From an optimization exercise on the open Yosys and OpenROAD flow, aimed at small area, a short achievable clock period and few clock cycles per item; shortcuts taken in it are not production practice.
Function was checked by simulation only, so behaviour that the tests miss may differ from the original.

==> flow/design.v, too long to show whole: its modules and the start of the top module <==
// module arctan: 3208 lines
// module arctan_fa: 4 lines
// module arctan_ha: 4 lines
// module arctan_top: 29 lines
module arctan_top(
	input             clk,
	input             rst,
	input             in_valid,
	output            in_ready,
	input      [31:0] inx,
	input      [31:0] iny,
	output reg        out_valid,
	output reg [31:0] out
);
  // ...
==> flow/run.sh <==
#!/bin/bash
# synth_recipe.tcl (not shown) runs the flow's synth.tcl, then flattens the netlist and writes it again
# the make line also repeats each setting of config.mk as NAME=value (left out here)
make -C /OpenROAD-flow-scripts/flow DESIGN_CONFIG=/design/flow/config.mk WORK_HOME=/design/flow/orfs CLKGATE_MAP_FILE= SYNTH_SCRIPT=/design/flow/synth_recipe.tcl finish
==> flow/config.mk <==
export PLATFORM = sky130hd
export DESIGN_NAME = arctan_top
export DESIGN_NICKNAME = arctan_top
export VERILOG_FILES = /design/flow/design.v
export SDC_FILE = /design/flow/constraint.sdc
export NUM_CORES = 4
export LEC_CHECK = 0
export CAP_MARGIN = 20
export CORE_MARGIN = 2
export CORE_UTILIZATION = 40
export CTS_BUF_LIST = sky130_fd_sc_hd__clkbuf_8
export SLEW_MARGIN = 20
export SYNTH_HIERARCHICAL = 1
export SYNTH_MINIMUM_KEEP_SIZE = 0
==> flow/constraint.sdc <==
create_clock -name core_clock -period 200.0 [get_ports {clk}]
set_input_delay 40.0000 -clock core_clock [delete_from_list [all_inputs] [get_ports {clk}]]
set_output_delay 40.0000 -clock core_clock [all_outputs]
set_load 0.01 [all_outputs]
==> impl_metrics.yaml, run 1 <==
clock_tree:
  insertion_delay_ns: 0.73
  cts-buffers-inserted: 90
placement:
  dp_hpwl_um: 76500
  place_area_mm2: 0.0486
  port_buffers: 99
  dpl_worst_slack_ns: 158.30
timing:
  slew_headroom: 0.324
  tightestPinTransition_ns: 1.00
  slew_viol_final: 0
  max_freq_mhz: 24.0
  skew_ns: 0.0437
  hold_viol_final: 0
layout:
  design_area_mm2: 0.0506
  seq_share: 0.198
  antenna_cells: 3
  final_common_cell: "fa_1"
routing:
  drc: 0
floorplan:
  die_w_um: 342
  io_pins: 101
  fp.coreArea_mm2: 0.114
  die_y_um: 342
logic_synthesis:
  yosys.area.top_type_share: 0.495
  synth.avg_cell_area_um2: 13.6
  synth_area_leader_cell: "fa_1"
global_routing:
  grt_max_degree: 36
  grt_overflow: 0
outcome:
  status: "complete, no violations"
setup_path:
  cpLargestDelayFamily: "buffers and inverters"
  crit_path_end: "out_valid"
  cp.depth: 1
min_path:
  holdPathStages: 0
Testbench counts, summed over its fixed seeds: cycles 3,264, items 3,200.
==> inputs of run 2 (changes only) <==
--- a/flow/config.mk
+++ b/flow/config.mk
@@ -9,5 +9,5 @@
 export CORE_MARGIN = 2
 export CORE_UTILIZATION = 40
-export CTS_BUF_LIST = sky130_fd_sc_hd__clkbuf_8
+export CTS_BUF_LIST = sky130_fd_sc_hd__clkbuf_2
 export SLEW_MARGIN = 20
 export SYNTH_HIERARCHICAL = 1
==> impl_metrics.yaml, run 2 <==
routing:
  viasPerCell: 4.48
  wl_per_cell_um: 16.8
  vias: 23131
  drc: 0
  routed_wl_um: 87000
  drtPass1Iterations: 5
  drtIter0Drc: 762
  drtAntennaViolNets: 0
logic_synthesis:
  synth_flop_cell: "dfxtp_1"
  synth_fa_ha_area_frac: 0.572
  synth_xor_area_frac: 0.130
  synth_top_family_by_area: "adder cells"
  synth.top_cells.by_area: "fa_1 (50%), dfxtp_1 (22%), xnor2_1 (8.0%), ha_1 (7.7%), xor2_1 (4.6%)"
  synth_seq_cells: 500
  synth_compound_area_frac: 0.0143
  yosysMostFrequentCell: "fa_1"
  synthMuxAreaShare: 0.000929
  yosys.area.top_type_share: 0.495
  synth-simple-area-share: 0.0212
  synth_cell_types: 58
  syn_area_mm2: 0.0458
  synth_warnings: 8
  synth_common_cells: "fa_1 (1,132), dfxtp_1 (500), xnor2_1 (416), inv_1 (391), ha_1 (283)"
  synth_edf_count: 0
  synth_area_leader_cell: "fa_1"
  synth.avg_cell_area_um2: 13.6
  synthCells: 3367
  synth-async-reset-ratio: 0
  synth-seq-area-share: 0.219
timing:
  hold_viol_final: 0
  skew_ns: 0.142
  tightestPinTransition_ns: 1.03
  setup_ws_ns: 157.80
  setup_tns_ns: 0
  slew_headroom: 0.311
  max_freq_mhz: 23.7
  rsz0062_at_grt: "no"
  setup_violations: 0
  slew_viol_final: 0
  period_needed_ns: 42.20
  min_period_over_period: 0.211
placement:
  dpl_worst_slack_ns: 158.30
  port_buffers: 99
  dp_hpwl_um: 76500
  post-place-cells: 4929
  place.gp.congestion: 0.850
global_routing:
  antenna_found_initial: 6
  grt_max_degree: 36
  grt_pass1_wl_um: 146000
  grt_pass1_vias: 28038
  grtUsageTotal: 0.161
  grt_overflow: 0
floorplan:
  die_y_um: 342
  placementRows: 124
  start_util: 0.402
  die_w_um: 342
  io_pins: 101
  fp.coreArea_mm2: 0.114
  dieArea_mm2: 0.117
setup_path:
  cp.arrival_ns: 2.20
  end_kind: "output port"
  cpLargestDelayFamily: "buffers and inverters"
  r2r_start: "y_r[31]$_DFF_P_"
  path_buf_inv: 1
  critical_path_class: "flip-flop to output port"
  r2r_setup_slack_ns: 158.53
  critPathSlowestCell: "clkdlybuf4s50_1"
  crit_fanout: 1
  cpPeakStageDelay_ns: 0.54
  critPathRequiredTime_ns: 160.00
  reg2reg_to: "u_arctan.rf_0$_DFF_P_"
  rr_worst_depth: 108
  crit_path_start_kind: "flip-flop"
  crit_chain: "clkdlybuf4s50_1"
clock_tree:
  cts-buffers-inserted: 135
  clk_pin_slew_worst_paths_ns: 0.09
  cts_htree_levels: 4
  cts_root_buffer: "clkbuf_2"
  insertion_delay_ns: 1.40
  cts_buffer_depth: 3
  cts-resized-gates: 0
  tritoncts: "done"
  holdBufCountCts: 0
  cts_setup_buffers: 0
  clock-sinks: 500
layout:
  final_cell_mix: "fa_1 (1,132), dfxtp_1 (499), xnor2_1 (396)"
  fin_nets: 5036
  final_common_cell: "fa_1"
  drive_gt1_frac: 0.0743
  area_growth_pct: 8.97
  finalNonFillerCells: 5161
min_path:
  hold_path.startpoint: "u_arctan.rd_4[2]$_DFF_P_"
  hold_class: "flip-flop to flip-flop"
  min_to: "u_arctan.rd_5[2]$_DFF_P_"
  holdPathStages: 0
flow_run:
  cap_violations: 0
outcome:
  status: "complete, no violations"
-- run 2: cell count changes in the layout (fill, tap and decap cells not counted), moves of 2 or more --
cell and change:
clkbuf_8 -105, inv_8 +2, clkinv_8 -2, clkinvlp_4 -4, bufinv_16 -5, clkbuf_2 +179
inv_6 +5, inv_12 -2, inv_1 -21, clkinv_1 +22
-- run 2: worst max-delay path by stage --
stage | slack, ns | cells past startpoint | end | startpoint
after floorplan | 157.01 | 112 | u_arctan.ru_4[0]$_DFF_P_ | u_arctan.ru_3[0]$_DFF_P_
after global placement | 158.69 | 108 | u_arctan.rf_0$_DFF_P_ | y_r[31]$_DFF_P_
after detailed placement | 158.30 | 108 | u_arctan.rf_0$_DFF_P_ | y_r[31]$_DFF_P_
after CTS | 157.49 | 1 | out_valid | out_valid$_SDFF_PP0_
after global routing | 156.65 | 108 | u_arctan.rf_0$_DFF_P_ | y_r[31]$_DFF_P_
final | 157.80 | 1 | out_valid | out_valid$_SDFF_PP0_
-- run 2: per-stage QoR --
| step | util | instance area, um2 | hold WS, ns |
|---|---|---|---|
| floorplan | - | 45800 | 0.310 |
| global placement | 0.427 | 48600 | 0.310 |
| detailed placement | 0.427 | 48600 | 0.312 |
| CTS | 0.438 | 49900 | 0.252 |
| global route | 0.438 | 49900 | 0.259 |
| finish | 0.438 | 49900 | 0.273 |
-- run 2: per-layer routing --
layer	global-route usage	vias up	wire [um]
met2	0.287	357	45500
met1	0.196	12009	36000
li1	-	10627	-
met5	0	-	27
met4	0.0564	4	2310
met3	0.0296	134	3120
-- run 2: final cells by class --
cell class,count,area [um2]
antenna,3,7.51
clock buffer,179,896
clock inverter,50,360
fill,10656,64000
inverter,392,1470
multi-input combinational,2396,34000
sequential,500,10000
tap,1512,1890
timing repair buffer,129,1220
-- run 2: kinds of logic (layout without fill, tap and decap cells) --
logic type | Yosys count | after routing
AO/OA/AOI/OAI | 100 | 100
XOR/XNOR | 667 | 667
adder cells (fa/ha/maj) | 1415 | 1415
buffers and inverters | 485 | 750
flip-flops | 500 | 500
multiplexers | 4 | 4
other | 3 | 20
AND/OR/NAND/NOR | 193 | 193
-- run 2: per-module statistics from Yosys, one instance, submodules excluded --
module	flops+latches	copies in the design	area (um2)	cells inside
arctan_top	104	1	2140	114
arctan_ha	0	267	12.5	1
arctan	396	1	17600	1854
arctan_fa	0	1132	20.0	1
==> inputs of run 3 (changes only) <==
--- a/flow/config.mk
+++ b/flow/config.mk
@@ -8,6 +8,6 @@
 export CAP_MARGIN = 20
 export CORE_MARGIN = 2
-export CORE_UTILIZATION = 40
-export CTS_BUF_LIST = sky130_fd_sc_hd__clkbuf_2
+export CORE_UTILIZATION = 65
+export CTS_BUF_LIST = sky130_fd_sc_hd__clkbuf_4
 export SLEW_MARGIN = 20
 export SYNTH_HIERARCHICAL = 1
==> impl_metrics.yaml, run 3 <==
setup_path:
  cpLargestDelayFamily: "buffers and inverters"
  end_kind: "output port"
  critPathRequiredTime_ns: 160.00
  crit_chain: "clkdlybuf4s50_1"
  path_buf_inv: 1
  crit_path_start_kind: "flip-flop"
  critPathSlowestCell: "clkdlybuf4s50_1"
  cp.arrival_ns: 1.81
  cpPeakStageDelay_ns: 0.53
  critical_path_class: "flip-flop to output port"
  crit_fanout: 1
timing:
  period_needed_ns: 41.81
  fin_hold_ws_ns: 0.278
  setup_violations: 0
  tightestPinTransition_ns: 0.997
  slew_viol_final: 0
  slew_headroom: 0.333
  hold_viol_final: 0
  skew_ns: 0.0857
  setup_tns_ns: 0
  rsz0062_at_grt: "no"
  min_period_over_period: 0.209
  max_freq_mhz: 23.9
clock_tree:
  clk_pin_slew_worst_paths_ns: 0.06
  holdBufCountCts: 0
  cts-buffers-inserted: 134
  cts-resized-gates: 0
  cts_htree_levels: 4
  clock-sinks: 500
  tritoncts: "done"
  insertion_delay_ns: 0.98
  cts_root_buffer: "clkbuf_4"
  cts_setup_buffers: 0
  cts_buffer_depth: 3
floorplan:
  start_util: 0.655
  dieArea_mm2: 0.0726
  io_pins: 101
  fp.coreArea_mm2: 0.0699
  placementRows: 97
  die_w_um: 269
  die_y_um: 269
layout:
  final_util: 0.711
  final_cell_mix: "fa_1 (1,132), dfxtp_1 (499), xnor2_1 (397)"
  drive_gt1_frac: 0.0735
  fin_nets: 5034
  design_area_mm2: 0.0497
  final_common_cell: "fa_1"
  fill_cells: 4955
  area_growth_pct: 8.53
global_routing:
  grt_max_degree: 36
  grtUsageTotal: 0.267
  grt_pass1_vias: 28739
  antenna_found_initial: 2
  grt_pass1_wl_um: 150000
  grt_overflow: 0
min_path:
  hold_class: "flip-flop to flip-flop"
routing:
  drtAntennaViolNets: 0
  drc: 0
  routed_wl_um: 87800
  viasPerCell: 5.16
  wl_per_cell_um: 19.1
  vias: 23697
  drtIter0Drc: 903
  drtPass1Iterations: 4
logic_synthesis:
  synthMuxAreaShare: 0.000929
  yosysMostFrequentCell: "fa_1"
  synth_compound_area_frac: 0.0143
  synthCells: 3367
  synth_xor_area_frac: 0.130
  yosys.area.top_type_share: 0.495
  synth_common_cells: "fa_1 (1,132), dfxtp_1 (500), xnor2_1 (416), inv_1 (391), ha_1 (283)"
  synth.top_cells.by_area: "fa_1 (50%), dfxtp_1 (22%), xnor2_1 (8.0%), ha_1 (7.7%), xor2_1 (4.6%)"
  synth_top_family_by_area: "adder cells"
  synth_seq_cells: 500
  synth-seq-area-share: 0.219
  synth_flop_cell: "dfxtp_1"
  syn_area_mm2: 0.0458
  synth.avg_cell_area_um2: 13.6
  synth_edf_count: 0
  synth_cell_types: 58
  synth_warnings: 8
  synth-async-reset-ratio: 0
  synth_area_leader_cell: "fa_1"
  synth_fa_ha_area_frac: 0.572
  synth-simple-area-share: 0.0212
placement:
  place.gp.congestion: 0.927
  dp_hpwl_um: 76700
  place_area_mm2: 0.0479
  port_buffers: 99
flow_run:
  cap_violations: 0
outcome:
  status: "complete, no violations"
-- run 3: cell count changes in the layout (fill, tap and decap cells not counted), moves of 2 or more --
| cell | delta |
|---|---|
| clkinv_2 | -3 |
| clkinv_1 | +2 |
| inv_8 | -2 |
| clkinvlp_4 | +3 |
| clkbuf_4 | +181 |
| xnor2_2 | -2 |
| clkbuf_2 | -179 |
| inv_6 | -4 |
| bufinv_16 | +4 |
-- run 3: worst paths after layout --
| kind | start | end | slack (ns) | cells past startpoint |
|---|---|---|---|---|
| setup / recovery | out_valid$_SDFF_PP0_ | out_valid | 158.19 | 1 |
| setup reg to reg | u_arctan.rx_3[13]$_DFF_P_ | u_arctan.rf_4$_DFF_P_ | 158.24 | 112 |
| hold / removal | u_arctan.rd_4[17]$_DFF_P_ | u_arctan.rd_5[17]$_DFF_P_ | 0.28 | 0 |
| hold reg to reg | u_arctan.rd_4[17]$_DFF_P_ | u_arctan.rd_5[17]$_DFF_P_ | 0.28 | 0 |
-- run 3: cells by family after synthesis --
group	count (synthesis)
xor gates and xnor gates	667
DFF	500
other	3
muxes	4
and+or+nand+nor	193
AOI/OAI and AO/OA	100
buffers and inverters	485
adders and majority gates	1415
-- run 3: layout make-up --
type / count / area [um2] / share of cell area
sequential: 500 / 10000 / 0.202
clock inverter: 49 / 422 / 0.00849
timing repair buffer: 128 / 1210 / 0.0243
antenna: 3 / 7.51 / 0.000151
inverter: 392 / 1470 / 0.0296
clock buffer: 181 / 1360 / 0.0274
tap: 940 / 1180 / 0.0237
multi-input combinational: 2396 / 34000 / 0.685
-- run 3: per-module statistics from Yosys (local to each module, per instance) --
| module | cell area, um2 | times used | flip-flops and latches | cells inside |
|---|---|---|---|---|
| arctan_fa | 20.0 | 1132 | 0 | 1 |
| arctan | 17600 | 1 | 396 | 1854 |
| arctan_ha | 12.5 | 267 | 0 | 1 |
| arctan_top | 2140 | 1 | 104 | 114 |
-- run 3: through the flow --
| step | std cells | setup slack (ns) |
|---|---|---|
| after floorplan | 3381 | 157.01 |
| after global placement | 4356 | 158.47 |
| after detailed placement | 4356 | 157.98 |
| after CTS | 4586 | 157.96 |
| after global routing | 4589 | 156.59 |
| final | 4589 | 158.19 |
-- run 3: layer usage --
metal  part of all wire  track usage
met1               0.40        0.337
met4              0.028       0.0940
met5                  0            0
met2               0.53        0.464
met3              0.042       0.0524
==> inputs of run 4 (changes only) <==
--- a/flow/config.mk
+++ b/flow/config.mk
@@ -8,6 +8,6 @@
 export CAP_MARGIN = 20
 export CORE_MARGIN = 2
-export CORE_UTILIZATION = 65
-export CTS_BUF_LIST = sky130_fd_sc_hd__clkbuf_4
+export CORE_UTILIZATION = 40
+export CTS_BUF_LIST = sky130_fd_sc_hd__clkbuf_2 sky130_fd_sc_hd__clkbuf_4
 export SLEW_MARGIN = 20
 export SYNTH_HIERARCHICAL = 1
==> impl_metrics.yaml, run 4 <==
clock_tree:
  cts-buffers-inserted: 137
  holdBufCountCts: 0
  cts-resized-gates: 0
  clk_pin_slew_worst_paths_ns: 0.06
  clock-sinks: 500
  tritoncts: "done"
  cts_buffer_depth: 3
  cts_htree_levels: 4
  cts_setup_buffers: 0
  cts_root_buffer: "clkbuf_4"
  insertion_delay_ns: 1.01
floorplan:
  placementRows: 124
  fp.coreArea_mm2: 0.114
  die_y_um: 342
  start_util: 0.402
  die_w_um: 342
  io_pins: 101
  dieArea_mm2: 0.117
timing:
  slew_headroom: 0.283
  max_freq_mhz: 23.9
  rsz0062_at_grt: "no"
  setup_violations: 0
  slew_viol_final: 0
  setup_tns_ns: 0
  min_period_over_period: 0.209
  skew_ns: 0.0877
  tightestPinTransition_ns: 1.06
  period_needed_ns: 41.84
  hold_viol_final: 0
setup_path:
  cpLargestDelayFamily: "buffers and inverters"
  crit_fanout: 1
  end_kind: "output port"
  cpPeakStageDelay_ns: 0.54
  critPathSlowestCell: "clkdlybuf4s50_1"
  cp.arrival_ns: 1.84
  critical_path_class: "flip-flop to output port"
  crit_chain: "clkdlybuf4s50_1"
  critPathRequiredTime_ns: 160.00
  path_buf_inv: 1
  crit_path_start_kind: "flip-flop"
placement:
  dp_hpwl_um: 76500
  place.gp.congestion: 0.850
  place_area_mm2: 0.0486
  port_buffers: 99
routing:
  vias: 23157
  wl_per_cell_um: 16.8
  drtIter0Drc: 773
  routed_wl_um: 86800
  drtAntennaViolNets: 0
  drtPass1Iterations: 5
  viasPerCell: 4.48
  drc: 0
global_routing:
  grtUsageTotal: 0.161
  antenna_found_initial: 6
  grt_max_degree: 36
  grt_pass1_vias: 28012
  grt_pass1_wl_um: 146000
  grt_overflow: 0
layout:
  final_cell_mix: "fa_1 (1,132), dfxtp_1 (499), xnor2_1 (396)"
  area_growth_pct: 10.1
  design_area_mm2: 0.0504
  drive_gt1_frac: 0.0758
  final_common_cell: "fa_1"
  fin_nets: 5038
logic_synthesis:
  synth_flop_cell: "dfxtp_1"
  synth.avg_cell_area_um2: 13.6
  synth.top_cells.by_area: "fa_1 (50%), dfxtp_1 (22%), xnor2_1 (8.0%), ha_1 (7.7%), xor2_1 (4.6%)"
  synth_cell_types: 58
  synth_seq_cells: 500
  synthCells: 3367
  syn_area_mm2: 0.0458
  yosys.area.top_type_share: 0.495
  yosysMostFrequentCell: "fa_1"
  synth_area_leader_cell: "fa_1"
  synth_common_cells: "fa_1 (1,132), dfxtp_1 (500), xnor2_1 (416), inv_1 (391), ha_1 (283)"
  synth-seq-area-share: 0.219
  synth_warnings: 8
  synth-async-reset-ratio: 0
  synth_edf_count: 0
outcome:
  status: "complete, no violations"
min_path:
  hold_class: "flip-flop to flip-flop"
flow_run:
  cap_violations: 0
## run 4: cell counts after synthesis
No cell type changed its count.
## run 4: Yosys stat by module (local to each module, per instance)
module | cell area (um2) | copies in the design | cells
arctan_ha | 12.5 | 267 | 1
arctan_fa | 20.0 | 1132 | 1
arctan_top | 2140 | 1 | 114
arctan | 17600 | 1 | 1854
## run 4: path summary, 6_finish.rpt
kind,from,end,slack [ns],depth (start not counted)
hold / removal,u_arctan.rd_4[17]$_DFF_P_,u_arctan.rd_5[17]$_DFF_P_,0.30,0
setup reg to reg,y_r[31]$_DFF_P_,u_arctan.rf_0$_DFF_P_,158.49,108
hold reg to reg,u_arctan.rd_4[17]$_DFF_P_,u_arctan.rd_5[17]$_DFF_P_,0.30,0
setup / recovery,out_valid$_SDFF_PP0_,out_valid,158.16,1
## run 4: layout make-up
class	count	area [um2]
Antenna cell	4	10.0
Clock buffer	184	1380
Clock inverter	54	372
Fill cell	10613	63500
Inverter	392	1470
Multi-Input combinational cell	2396	34000
Sequential cell	500	10000
Tap cell	1512	1890
Timing Repair Buffer	129	1220
## run 4: kinds of logic after synthesis
| logic type | after synthesis | share of synthesized area |
|---|---|---|
| AO/OA/AOI/OAI | 100 | 0.0143 |
| XOR/XNOR | 667 | 0.130 |
| adder cells (fa/ha/maj) | 1415 | 0.572 |
| buffers and inverters | 485 | 0.0426 |
| flip-flops | 500 | 0.219 |
| multiplexers | 4 | 0.000929 |
| other | 3 | 0.000246 |
| AND/OR/NAND/NOR | 193 | 0.0212 |
## run 4: per-layer routing
metal | GRT usage | up-vias | part of all wire
met5 | 0 | - | 0.00031
met4 | 0.0548 | 4 | 0.027
met3 | 0.0274 | 157 | 0.034
met2 | 0.287 | 333 | 0.52
met1 | 0.198 | 12021 | 0.42
li1 | - | 10642 | -
## run 4: metrics by stage
stage                     std cells   util  worst slack (ns)  hold WS (ns)
after CTS                      5167  0.442            157.92         0.286
after global routing           5170  0.442            156.63         0.294
after detailed placement       4929  0.427            158.30         0.312
after floorplan                3381      -            157.01         0.310
final                          5171  0.442            158.16         0.303
after global placement         4928  0.427            158.69         0.310
==> inputs of run 5 (changes only) <==
--- a/flow/config.mk
+++ b/flow/config.mk
@@ -9,5 +9,7 @@
 export CORE_MARGIN = 2
 export CORE_UTILIZATION = 40
-export CTS_BUF_LIST = sky130_fd_sc_hd__clkbuf_2 sky130_fd_sc_hd__clkbuf_4
+export CTS_BUF_LIST = sky130_fd_sc_hd__clkbuf_8
+export CTS_CLUSTER_DIAMETER = 84
+export CTS_CLUSTER_SIZE = 14
 export SLEW_MARGIN = 20
 export SYNTH_HIERARCHICAL = 1
==> impl_metrics.yaml, run 5 <==
timing:
  slew_headroom: 0.323
  min_period_over_period: 0.208
  fin_hold_ws_ns: 0.321
  slew_viol_final: 0
  setup_violations: 0
  tightestPinTransition_ns: 1.00
  max_freq_mhz: 24.1
  hold_viol_final: 0
  rsz0062_at_grt: "no"
  setup_tns_ns: 0
  period_needed_ns: 41.54
  skew_ns: 0.0514
clock_tree:
  cts-buffers-inserted: 45
  clk_pin_slew_worst_paths_ns: 0.10
  clock-sinks: 500
  cts_htree_levels: 2
  tritoncts: "done"
  holdBufCountCts: 0
  cts_buffer_depth: 3
  cts_root_buffer: "clkbuf_8"
  insertion_delay_ns: 0.68
  cts_setup_buffers: 0
  cts-resized-gates: 0
setup_path:
  critical_path_class: "flip-flop to output port"
  cpLargestDelayFamily: "buffers and inverters"
  path_buf_inv: 1
  end_kind: "output port"
  critPathRequiredTime_ns: 160.00
  cpPeakStageDelay_ns: 0.54
  crit_fanout: 1
  cp.arrival_ns: 1.54
  crit_chain: "clkdlybuf4s50_1"
  critPathSlowestCell: "clkdlybuf4s50_1"
  crit_path_start_kind: "flip-flop"
logic_synthesis:
  synth.top_cells.by_area: "fa_1 (50%), dfxtp_1 (22%), xnor2_1 (8.0%), ha_1 (7.7%), xor2_1 (4.6%)"
  yosys.area.top_type_share: 0.495
  synth_flop_cell: "dfxtp_1"
  synth_seq_cells: 500
  synth_cell_types: 58
  synth_warnings: 8
  synthCells: 3367
  synth-async-reset-ratio: 0
  syn_area_mm2: 0.0458
  synth_common_cells: "fa_1 (1,132), dfxtp_1 (500), xnor2_1 (416), inv_1 (391), ha_1 (283)"
  yosysMostFrequentCell: "fa_1"
  synth_area_leader_cell: "fa_1"
  synth-seq-area-share: 0.219
  synth.avg_cell_area_um2: 13.6
  synth_edf_count: 0
global_routing:
  antenna_found_initial: 5
  grtUsageMet3: 0.0180
  grtUsageTotal: 0.158
  grt_max_degree: 36
  grt_overflow: 0
  grt_pass1_wl_um: 144000
  use_met2: 0.286
  grt_busiest_layer: "met2"
  grt_util_met1: 0.200
  grt_pass1_vias: 27167
placement:
  post-place-cells: 4929
  dp_hpwl_um: 76500
  port_buffers: 99
  place.gp.congestion: 0.850
floorplan:
  die_w_um: 342
  dieArea_mm2: 0.117
  placementRows: 124
  die_y_um: 342
  fp.coreArea_mm2: 0.114
  io_pins: 101
  start_util: 0.402
routing:
  viasPerCell: 4.51
  routed_wl_um: 85800
  vias: 22519
  drc: 0
  drtIter0Drc: 785
  drtAntennaViolNets: 0
  wl_per_cell_um: 17.2
  drtPass1Iterations: 5
layout:
  final_cell_mix: "fa_1 (1,132), dfxtp_1 (499), xnor2_1 (396)"
  drive_gt1_frac: 0.0354
  final_common_cell: "fa_1"
  finalNonFillerCells: 4997
  fin_nets: 4946
  area_growth_pct: 7.92
outcome:
  status: "complete, no violations"
min_path:
  hold_class: "flip-flop to flip-flop"
flow_run:
  cap_violations: 0
-- run 5: cell types whose count changed in the layout (fill, tap and decap cells not counted), sizes merged --
cell	change
clkbuf	-136
bufinv	-3
inv	-4
diode	+2
clkinvlp	+2
clkinv	-35
-- run 5: per-stage QoR --
step	utilization	setup slack, ns	cell area [um2]
floorplan	-	157.01	45800
global placement	0.427	158.69	48600
detailed placement	0.427	158.30	48600
CTS	0.434	158.28	49400
global route	0.434	156.66	49400
finish	0.434	158.46	49400
-- run 5: Yosys stat by module, one instance, submodules excluded --
module	copies in the design	flip-flops and latches
arctan_ha	267	0
arctan_fa	1132	0
arctan_top	1	104
arctan	1	396
-- run 5: kinds of logic (layout without fill, tap and decap cells) --
family,Yosys count,count (layout),synth area share
AOI/OAI and AO/OA,100,100,0.0143
xor gates and xnor gates,667,667,0.130
adders and majority gates,1415,1415,0.572
buffers and inverters,485,583,0.0426
DFF,500,500,0.219
muxes,4,4,0.000929
other,3,23,0.000246
and+or+nand+nor,193,193,0.0212
-- run 5: cell type report --
class / count / area, um2
clock inverters: 14 / 111
diodes: 6 / 15.0
inverters: 392 / 1470
flip-flops and latches: 500 / 10000
multi-input cells: 2396 / 34000
repair buffers: 129 / 1220
clock buffers: 48 / 661
fillers: 10602 / 64500
well taps: 1512 / 1890
-- run 5: worst paths after layout --
check                             end                startpoint  slack (ns)  cells after the start
max                         out_valid      out_valid$_SDFF_PP0_      158.46                      1
max reg2reg     u_arctan.rf_0$_DFF_P_           y_r[31]$_DFF_P_      158.49                    108
min          u_arctan.rd_3[4]$_DFF_P_  u_arctan.rd_2[4]$_DFF_P_        0.32                      0
min reg2reg  u_arctan.rd_3[4]$_DFF_P_  u_arctan.rd_2[4]$_DFF_P_        0.32                      0
-- run 5: per-layer routing --
layer	vias to the layer above	part of all wire
met5	-	0.00047
met4	6	0.024
met3	107	0.027
met2	270	0.53
met1	11802	0.42
li1	10334	-
==> inputs of run 6 (changes only) <==
--- a/flow/config.mk
+++ b/flow/config.mk
@@ -11,5 +11,5 @@
 export CTS_BUF_LIST = sky130_fd_sc_hd__clkbuf_8
 export CTS_CLUSTER_DIAMETER = 84
-export CTS_CLUSTER_SIZE = 14
+export CTS_CLUSTER_SIZE = 16
 export SLEW_MARGIN = 20
 export SYNTH_HIERARCHICAL = 1
==> impl_metrics.yaml, run 6 <==
logic_synthesis:
  synth.avg_cell_area_um2: 13.6
  synth_seq_cells: 500
  synthCells: 3367
  synth_warnings: 8
  yosys.area.top_type_share: 0.495
  synth_area_leader_cell: "fa_1"
  synth_edf_count: 0
  synth_common_cells: "fa_1 (1,132), dfxtp_1 (500), xnor2_1 (416), inv_1 (391), ha_1 (283)"
  synth.top_cells.by_area: "fa_1 (50%), dfxtp_1 (22%), xnor2_1 (8.0%), ha_1 (7.7%), xor2_1 (4.6%)"
  synth-async-reset-ratio: 0
  syn_area_mm2: 0.0458
  synth_flop_cell: "dfxtp_1"
  yosysMostFrequentCell: "fa_1"
  synth_cell_types: 58
  synth-seq-area-share: 0.219
global_routing:
  antenna_found_initial: 5
  grtUsageTotal: 0.157
  grt_overflow: 0
  grt_pass1_wl_um: 144000
  grt_max_degree: 36
  grt_pass1_vias: 27131
floorplan:
  dieArea_mm2: 0.117
  io_pins: 101
  start_util: 0.402
  die_y_um: 342
  placementRows: 124
  die_w_um: 342
  fp.coreArea_mm2: 0.114
timing:
  skew_ns: 0.0495
  setup_violations: 0
  max_freq_mhz: 24.1
  period_needed_ns: 41.54
  slew_headroom: 0.311
  rsz0062_at_grt: "no"
  slew_viol_final: 0
  tightestPinTransition_ns: 1.02
  hold_viol_final: 0
  min_period_over_period: 0.208
  setup_tns_ns: 0
setup_path:
  critPathRequiredTime_ns: 160.00
  rr_worst_depth: 108
  crit_chain: "clkdlybuf4s50_1"
  cp.depth: 1
  cpPeakStageDelay_ns: 0.55
  startpoint: "out[23]$_DFF_P_"
  crit_path_start_kind: "flip-flop"
  cpLargestDelayFamily: "buffers and inverters"
  crit_path_end: "out[23]"
  cp.arrival_ns: 1.54
  critical_path_class: "flip-flop to output port"
  reg2reg_to: "u_arctan.rf_0$_DFF_P_"
  path_buf_inv: 1
  r2r_start: "y_r[31]$_DFF_P_"
  critPathSlowestCell: "clkdlybuf4s50_1"
  crit_fanout: 1
  end_kind: "output port"
  r2r_setup_slack_ns: 158.51
flow_run:
  cap_violations: 0
routing:
  routed_wl_um: 85600
  drc: 0
  wl_met2_um: 45100
  drtIter0Drc: 749
  top_layer: "met5"
  viasPerCell: 4.50
  drtAntennaViolNets: 0
  wl_met1_um: 36300
  vias: 22471
  wl_per_cell_um: 17.1
  wl_met3_um: 2240
  drtPass1Iterations: 5
layout:
  drive_gt1_frac: 0.0354
  area_growth_pct: 8.07
  design_area_mm2: 0.0495
  final_common_cell: "fa_1"
  final_cell_mix: "fa_1 (1,132), dfxtp_1 (499), xnor2_1 (396)"
  fin_nets: 4943
clock_tree:
  cts_htree_levels: 2
  clk_pin_slew_worst_paths_ns: 0.11
  cts_root_buffer: "clkbuf_8"
  cts_setup_buffers: 0
  clock-sinks: 500
  cts-buffers-inserted: 42
  holdBufCountCts: 0
  tritoncts: "done"
  cts-resized-gates: 0
  insertion_delay_ns: 0.68
  cts_buffer_depth: 3
placement:
  place_area_mm2: 0.0486
  dp_hpwl_um: 76500
  port_buffers: 99
  place.gp.congestion: 0.850
min_path:
  hold_class: "flip-flop to flip-flop"
outcome:
  status: "complete, no violations"
run 6: modules after synthesis (local to each module, per instance):
| module | flops+latches | area [um2] | times used |
|---|---|---|---|
| arctan_top | 104 | 2140 | 1 |
| arctan_fa | 0 | 20.0 | 1132 |
| arctan | 396 | 17600 | 1 |
| arctan_ha | 0 | 12.5 | 267 |
run 6: cells by family (layout without fill, tap and decap cells):
| logic type | after synthesis | in the layout | synth area share |
|---|---|---|---|
| AOI/OAI and AO/OA | 100 | 100 | 0.0143 |
| xor gates and xnor gates | 667 | 667 | 0.130 |
| adders and majority gates | 1415 | 1415 | 0.572 |
| buffers and inverters | 485 | 581 | 0.0426 |
| DFF | 500 | 500 | 0.219 |
| muxes | 4 | 4 | 0.000929 |
| other | 3 | 23 | 0.000246 |
| and+or+nand+nor | 193 | 193 | 0.0212 |
run 6: cell type report:
cell class | count | area [um2]
Timing Repair Buffer | 129 | 1220
Fill cell | 10612 | 64400
Inverter | 392 | 1470
Clock inverter | 14 | 205
Sequential cell | 500 | 10000
Tap cell | 1512 | 1890
Antenna cell | 6 | 15.0
Clock buffer | 46 | 633
Multi-Input combinational cell | 2396 | 34000
run 6: how the worst min path moves through the flow:
stage,slack (ns),cells past startpoint,start,endpoint
final,0.32,0,u_arctan.rd_4[9]$_DFF_P_,u_arctan.rd_5[9]$_DFF_P_
after global routing,0.34,0,u_arctan.rd_4[0]$_DFF_P_,u_arctan.rd_5[0]$_DFF_P_
after CTS,0.33,0,u_arctan.rd_4[3]$_DFF_P_,u_arctan.rd_5[3]$_DFF_P_
after detailed placement,0.31,0,u_arctan.rd_1[3]$_DFF_P_,u_arctan.rd_2[3]$_DFF_P_
after global placement,0.31,0,u_arctan.rd_0[2]$_DFF_P_,u_arctan.rd_1[2]$_DFF_P_
after floorplan,0.31,0,u_arctan.rd_0[0]$_DFF_P_,u_arctan.rd_1[0]$_DFF_P_
run 6: through the flow:
| stage | setup slack, ns | hold WS (ns) | instances | util |
|---|---|---|---|---|
| CTS | 158.26 | 0.329 | 4989 | 0.434 |
| finish | 158.46 | 0.324 | 4995 | 0.434 |
| global route | 156.65 | 0.341 | 4994 | 0.434 |
| global placement | 158.69 | 0.310 | 4928 | 0.427 |
| detailed placement | 158.30 | 0.312 | 4929 | 0.427 |
| floorplan | 157.01 | 0.310 | 3381 | - |
run 6: routing by layer:
| metal | GRT usage | up-vias |
|---|---|---|
| li1 | - | 10328 |
| met1 | 0.199 | 11789 |
| met2 | 0.286 | 250 |
| met3 | 0.0180 | 98 |
| met4 | 0.0375 | 6 |
| met5 | 0 | - |
==> inputs of run 7 (changes only) <==
--- a/flow/config.mk
+++ b/flow/config.mk
@@ -9,7 +9,5 @@
 export CORE_MARGIN = 2
 export CORE_UTILIZATION = 40
-export CTS_BUF_LIST = sky130_fd_sc_hd__clkbuf_8
-export CTS_CLUSTER_DIAMETER = 84
-export CTS_CLUSTER_SIZE = 16
+export CTS_BUF_LIST = sky130_fd_sc_hd__clkbuf_4
 export SLEW_MARGIN = 20
 export SYNTH_HIERARCHICAL = 1
==> impl_metrics.yaml, run 7 <==
layout:
  final_cell_mix: "fa_1 (1,132), dfxtp_1 (499), xnor2_1 (396)"
  drive_gt1_frac: 0.0758
  area_growth_pct: 10.1
  final_common_cell: "fa_1"
  fin_nets: 5038
  fill_cells: 10613
logic_synthesis:
  synth_fa_ha_area_frac: 0.572
  synth_edf_count: 0
  synth_area_leader_cell: "fa_1"
  synth_common_cells: "fa_1 (1,132), dfxtp_1 (500), xnor2_1 (416), inv_1 (391), ha_1 (283)"
  yosysMostFrequentCell: "fa_1"
  synth_top_family_by_area: "adder cells"
  synth_xor_area_frac: 0.130
  synth_warnings: 8
  synth_seq_cells: 500
  synth.avg_cell_area_um2: 13.6
  synthMuxAreaShare: 0.000929
  synthCells: 3367
  synth-seq-area-share: 0.219
  synth.top_cells.by_area: "fa_1 (50%), dfxtp_1 (22%), xnor2_1 (8.0%), ha_1 (7.7%), xor2_1 (4.6%)"
  synth-simple-area-share: 0.0212
  syn_area_mm2: 0.0458
  synth_flop_cell: "dfxtp_1"
  yosys.area.top_type_share: 0.495
  synth-async-reset-ratio: 0
  synth_cell_types: 58
  synth_compound_area_frac: 0.0143
setup_path:
  cpLargestDelayFamily: "buffers and inverters"
  end_kind: "output port"
  critPathRequiredTime_ns: 160.00
  path_buf_inv: 1
  critical_path_class: "flip-flop to output port"
  crit_path_start_kind: "flip-flop"
  cpPeakStageDelay_ns: 0.54
  crit_chain: "clkdlybuf4s50_1"
  cp.arrival_ns: 1.84
  crit_fanout: 1
  critPathSlowestCell: "clkdlybuf4s50_1"
floorplan:
  io_pins: 101
  die_y_um: 342
  dieArea_mm2: 0.117
  placementRows: 124
  fp.coreArea_mm2: 0.114
  start_util: 0.402
  die_w_um: 342
timing:
  max_freq_mhz: 23.9
  tightestPinTransition_ns: 1.06
  period_needed_ns: 41.84
  skew_ns: 0.0877
  setup_tns_ns: 0
  slew_headroom: 0.283
  fin_hold_ws_ns: 0.303
  min_period_over_period: 0.209
  hold_viol_final: 0
  rsz0062_at_grt: "no"
  slew_viol_final: 0
  setup_violations: 0
clock_tree:
  insertion_delay_ns: 1.01
  cts_htree_levels: 4
  cts_buffer_depth: 3
  cts_root_buffer: "clkbuf_4"
  cts-buffers-inserted: 137
  clock-sinks: 500
  cts-resized-gates: 0
  clk_pin_slew_worst_paths_ns: 0.06
  tritoncts: "done"
  holdBufCountCts: 0
  cts_setup_buffers: 0
placement:
  dp_hpwl_um: 76500
  place.gp.congestion: 0.850
  port_buffers: 99
global_routing:
  antenna_found_initial: 6
  grt_pass1_vias: 28012
  grt_pass1_wl_um: 146000
  grt_overflow: 0
  grt_max_degree: 36
  grtUsageTotal: 0.161
flow_run:
  cap_violations: 0
routing:
  vias: 23157
  wl_per_cell_um: 16.8
  drtPass1Iterations: 5
  drtIter0Drc: 773
  routed_wl_um: 86800
  drtAntennaViolNets: 0
  drc: 0
  viasPerCell: 4.48
outcome:
  status: "complete, no violations"
min_path:
  hold_class: "flip-flop to flip-flop"
[run 7: cell type report]
| type | instances | area, um2 | share of cell area |
|---|---|---|---|
| Multi-Input combinational cell | 2396 | 34000 | 0.675 |
| Sequential cell | 500 | 10000 | 0.199 |
| Tap cell | 1512 | 1890 | 0.0376 |
| Inverter | 392 | 1470 | 0.0292 |
| Clock buffer | 184 | 1380 | 0.0274 |
| Timing Repair Buffer | 129 | 1220 | 0.0242 |
| Clock inverter | 54 | 372 | 0.00738 |
| Antenna cell | 4 | 10.0 | 0.000199 |
[run 7: cells by family (layout without fill, tap and decap cells)]
logic type | Yosys count | count (layout)
adder cells (fa/ha/maj) | 1415 | 1415
XOR/XNOR | 667 | 667
flip-flops | 500 | 500
buffers and inverters | 485 | 759
AND/OR/NAND/NOR | 193 | 193
AO/OA/AOI/OAI | 100 | 100
multiplexers | 4 | 4
other | 3 | 21
[run 7: final timing paths]
kind / start / endpoint / slack (ns) / cells after the start
worst max-delay path: out_valid$_SDFF_PP0_ / out_valid / 158.16 / 1
worst max register to register: y_r[31]$_DFF_P_ / u_arctan.rf_0$_DFF_P_ / 158.49 / 108
worst min register to register: u_arctan.rd_4[17]$_DFF_P_ / u_arctan.rd_5[17]$_DFF_P_ / 0.30 / 0
worst min-delay path: u_arctan.rd_4[17]$_DFF_P_ / u_arctan.rd_5[17]$_DFF_P_ / 0.30 / 0
[run 7: routing by layer]
metal,global-route usage,part of all wire,up-vias
met1,0.198,0.42,12021
met2,0.287,0.52,333
met5,0,0.00031,-
met4,0.0548,0.027,4
met3,0.0274,0.034,157
li1,-,-,10642
[run 7: modules after synthesis (local to each module, per instance)]
module      times used  cells inside  flip-flops and latches
arctan               1          1854                     396
arctan_fa         1132             1                       0
arctan_top           1           114                     104
arctan_ha          267             1                       0
[run 7: worst register-to-register path, delay by kind of cell (launching register included)]
family	cells	cell delay, ns
DFF	1	0.97
adders and majority gates	96	37.81
AOI/OAI and AO/OA	1	0.18
xor gates and xnor gates	5	0.97
buffers and inverters	3	0.99
and+or+nand+nor	3	0.45
[run 7: metrics by stage]
| stage | setup WS [ns] | cell area, um2 | utilization | cells |
|---|---|---|---|---|
| 2_1_floorplan | 157.01 | 45800 | - | 3381 |
| 3_3_place_gp | 158.69 | 48600 | 0.427 | 4928 |
| 3_5_place_dp | 158.30 | 48600 | 0.427 | 4929 |
| 4_1_cts | 157.92 | 50400 | 0.442 | 5167 |
| 5_1_grt | 156.63 | 50400 | 0.442 | 5170 |
| 6_report | 158.16 | 50400 | 0.442 | 5171 |
==> inputs of run 8 (changes only) <==
==> flow/flow/run.sh (new file) <==
#!/bin/bash
# The standard layout (standard.sh), with plain buf_2 cells as the port
# buffers instead of the delay buffer the resizer picks by default.
# make's full output goes to flow_make.log; ORFS keeps each step's log under orfs/logs/.
set -euo pipefail
BUFFER_PORTS_ARGS="-buffer_cell sky130_fd_sc_hd__buf_2" bash standard.sh finish > flow_make.log 2>&1
==> flow/standard.sh (new file) <==
#!/bin/bash
# synth_recipe.tcl (not shown) runs the flow's synth.tcl, then flattens the netlist and writes it again
# the make line also repeats each setting of config.mk as NAME=value (left out here)
make -C /OpenROAD-flow-scripts/flow DESIGN_CONFIG=/design/flow/config.mk WORK_HOME=/design/flow/orfs CLKGATE_MAP_FILE= SYNTH_SCRIPT=/design/flow/synth_recipe.tcl "${@:-finish}"
removed: flow/run.sh
==> impl_metrics.yaml, run 8 <==
global_routing:
  grt_overflow: 0
  grt_max_degree: 36
  grt_pass1_vias: 27708
  grt_pass1_wl_um: 145000
  grtUsageTotal: 0.160
  antenna_found_initial: 7
logic_synthesis:
  synth-seq-area-share: 0.219
  synth_flop_cell: "dfxtp_1"
  synth-async-reset-ratio: 0
  synth_seq_cells: 500
  synth.avg_cell_area_um2: 13.6
  synth_cell_types: 58
  syn_area_mm2: 0.0458
  synth_warnings: 8
  synth_area_leader_cell: "fa_1"
  synth.top_cells.by_area: "fa_1 (50%), dfxtp_1 (22%), xnor2_1 (8.0%), ha_1 (7.7%), xor2_1 (4.6%)"
  synth_common_cells: "fa_1 (1,132), dfxtp_1 (500), xnor2_1 (416), inv_1 (391), ha_1 (283)"
  yosys.area.top_type_share: 0.495
  yosysMostFrequentCell: "fa_1"
  synthCells: 3367
  synth_edf_count: 0
clock_tree:
  cts-resized-gates: 0
  clk_pin_slew_worst_paths_ns: 0.06
  cts_buffer_depth: 3
  cts_setup_buffers: 0
  clock-sinks: 500
  insertion_delay_ns: 1.03
  cts_root_buffer: "clkbuf_4"
  cts_htree_levels: 4
  tritoncts: "done"
  holdBufCountCts: 0
  cts-buffers-inserted: 141
timing:
  setup_violations: 0
  hold_viol_final: 0
  skew_ns: 0.0808
  rsz0062_at_grt: "no"
  period_needed_ns: 41.44
  slew_headroom: 0.307
  slew_viol_final: 0
  tightestPinTransition_ns: 1.03
  setup_tns_ns: 0
  setup_ws_ns: 158.56
  min_period_over_period: 0.207
  max_freq_mhz: 24.1
placement:
  dpl_worst_slack_ns: 158.37
  port_buffers: 99
  place.gp.congestion: 0.855
  dp_hpwl_um: 76500
setup_path:
  r2r_start: "y_r[31]$_DFF_P_"
  path_buf_inv: 3
  cpPeakStageDelay_ns: 0.97
  path_common_cell: "fa_1"
  critPathRequiredTime_ns: 200.82
  cpLargestDelayFamily: "adder cells"
  end_kind: "flip-flop"
  crit_path_start_kind: "flip-flop"
  critPathSlowestCell: "dfxtp_2"
  cp.arrival_ns: 42.26
  critical_path_class: "flip-flop to flip-flop"
  startpoint: "y_r[31]$_DFF_P_"
  crit_fanout: 35
floorplan:
  start_util: 0.402
  die_w_um: 342
  die_y_um: 342
  placementRows: 124
  dieArea_mm2: 0.117
  fp.coreArea_mm2: 0.114
  io_pins: 101
routing:
  drtIter0Drc: 734
  drtAntennaViolNets: 0
  wl_per_cell_um: 16.7
  drc: 0
  drtPass1Iterations: 4
  vias: 23123
  viasPerCell: 4.47
  routed_wl_um: 86300
layout:
  drive_gt1_frac: 0.103
  fin_nets: 5042
  area_growth_pct: 8.95
  final_cell_mix: "fa_1 (1,132), dfxtp_1 (499), xnor2_1 (396)"
  final_common_cell: "fa_1"
  fill_cells: 10673
outcome:
  status: "complete, no violations"
min_path:
  hold_path.startpoint: "u_arctan.rd_4[15]$_DFF_P_"
  hold_class: "flip-flop to flip-flop"
flow_run:
  cap_violations: 0
[run 8: cell counts after synthesis]
No cell type changed its count.
[run 8: final timing paths]
kind                            cells past startpoint  slack, ns                         to
worst max-delay path                              108     158.56      u_arctan.rf_0$_DFF_P_
worst max register to register                    108     158.56      u_arctan.rf_0$_DFF_P_
worst min register to register                      0       0.31  u_arctan.rd_5[15]$_DFF_P_
worst min-delay path                                0       0.31  u_arctan.rd_5[15]$_DFF_P_
[run 8: through the flow]
step / cells / hold WS, ns / cell area (um2) / util
final: 5177 / 0.306 / 49900 / 0.438
after detailed placement: 4929 / 0.312 / 48100 / 0.423
after CTS: 5173 / 0.305 / 49900 / 0.438
after global placement: 4928 / 0.310 / 48100 / 0.422
after floorplan: 3381 / 0.310 / 45800 / -
after global routing: 5177 / 0.331 / 49900 / 0.438
[run 8: logic make-up after synthesis]
kind of cell	after synthesis	synth area share
AO/OA/AOI/OAI	100	0.0143
XOR/XNOR	667	0.130
adder cells (fa/ha/maj)	1415	0.572
buffers and inverters	485	0.0426
flip-flops	500	0.219
multiplexers	4	0.000929
other	3	0.000246
AND/OR/NAND/NOR	193	0.0212
[run 8: final cells by class]
type | instances | area (um2) | area share
clock buffers | 189 | 1420 | 0.0285
diodes | 4 | 10.0 | 0.000201
clock inverters | 55 | 324 | 0.00650
inverters | 392 | 1470 | 0.0295
repair buffers | 129 | 724 | 0.0145
multi-input cells | 2396 | 34000 | 0.682
well taps | 1512 | 1890 | 0.0379
flip-flops and latches | 500 | 10000 | 0.201
[run 8: modules after synthesis (local to each module, per instance)]
module	cells	area (um2)
arctan_fa	1	20.0
arctan_ha	1	12.5
arctan_top	114	2140
arctan	1854	17600
[run 8: routing by layer]
| metal | GRT usage | vias to the layer above | wire length, um |
|---|---|---|---|
| li1 | - | 10641 | - |
| met4 | 0.0497 | 4 | 1850 |
| met1 | 0.197 | 12049 | 36200 |
| met2 | 0.284 | 300 | 45600 |
| met5 | 0 | - | 27 |
| met3 | 0.0275 | 129 | 2630 |

separate check: timing with driven ports:
How much do the figures lean on ideal ports? The routed layouts below were timed once more, with nothing changed but the port constraints.
Step 1 sets driving cells, clkbuf_16 on the clock port and buf_2 on the other inputs (assumed; they add their load-dependent delay and slew).
Step 2 also shifts input and output timing later by t, the mid clock arrival at the registers, as if the neighbouring blocks saw the same clock.
Three values: ideal, step 1, step 2; two values: the first two.
run	t (ns)	setup WS [ns]	cell pins on the clock port's net
run 1	0.780	158.408 / 158.343 / 158.524	1
run 2	1.395	157.803 / 157.740 / 158.531	1
run 3	1.007	158.191 / 158.126 / 158.235	1
run 4	1.035	158.160 / 158.096 / 158.485	1
run 5	0.716	158.462 / 158.394 / 158.492	1
run 6	0.723	158.458 / 158.390 / 158.506	1
run 7	1.035	158.160 / 158.096 / 158.485	1
run 8	1.053	158.559 / 158.508 / 158.559	1
After both steps setup and hold are still met in every run listed.
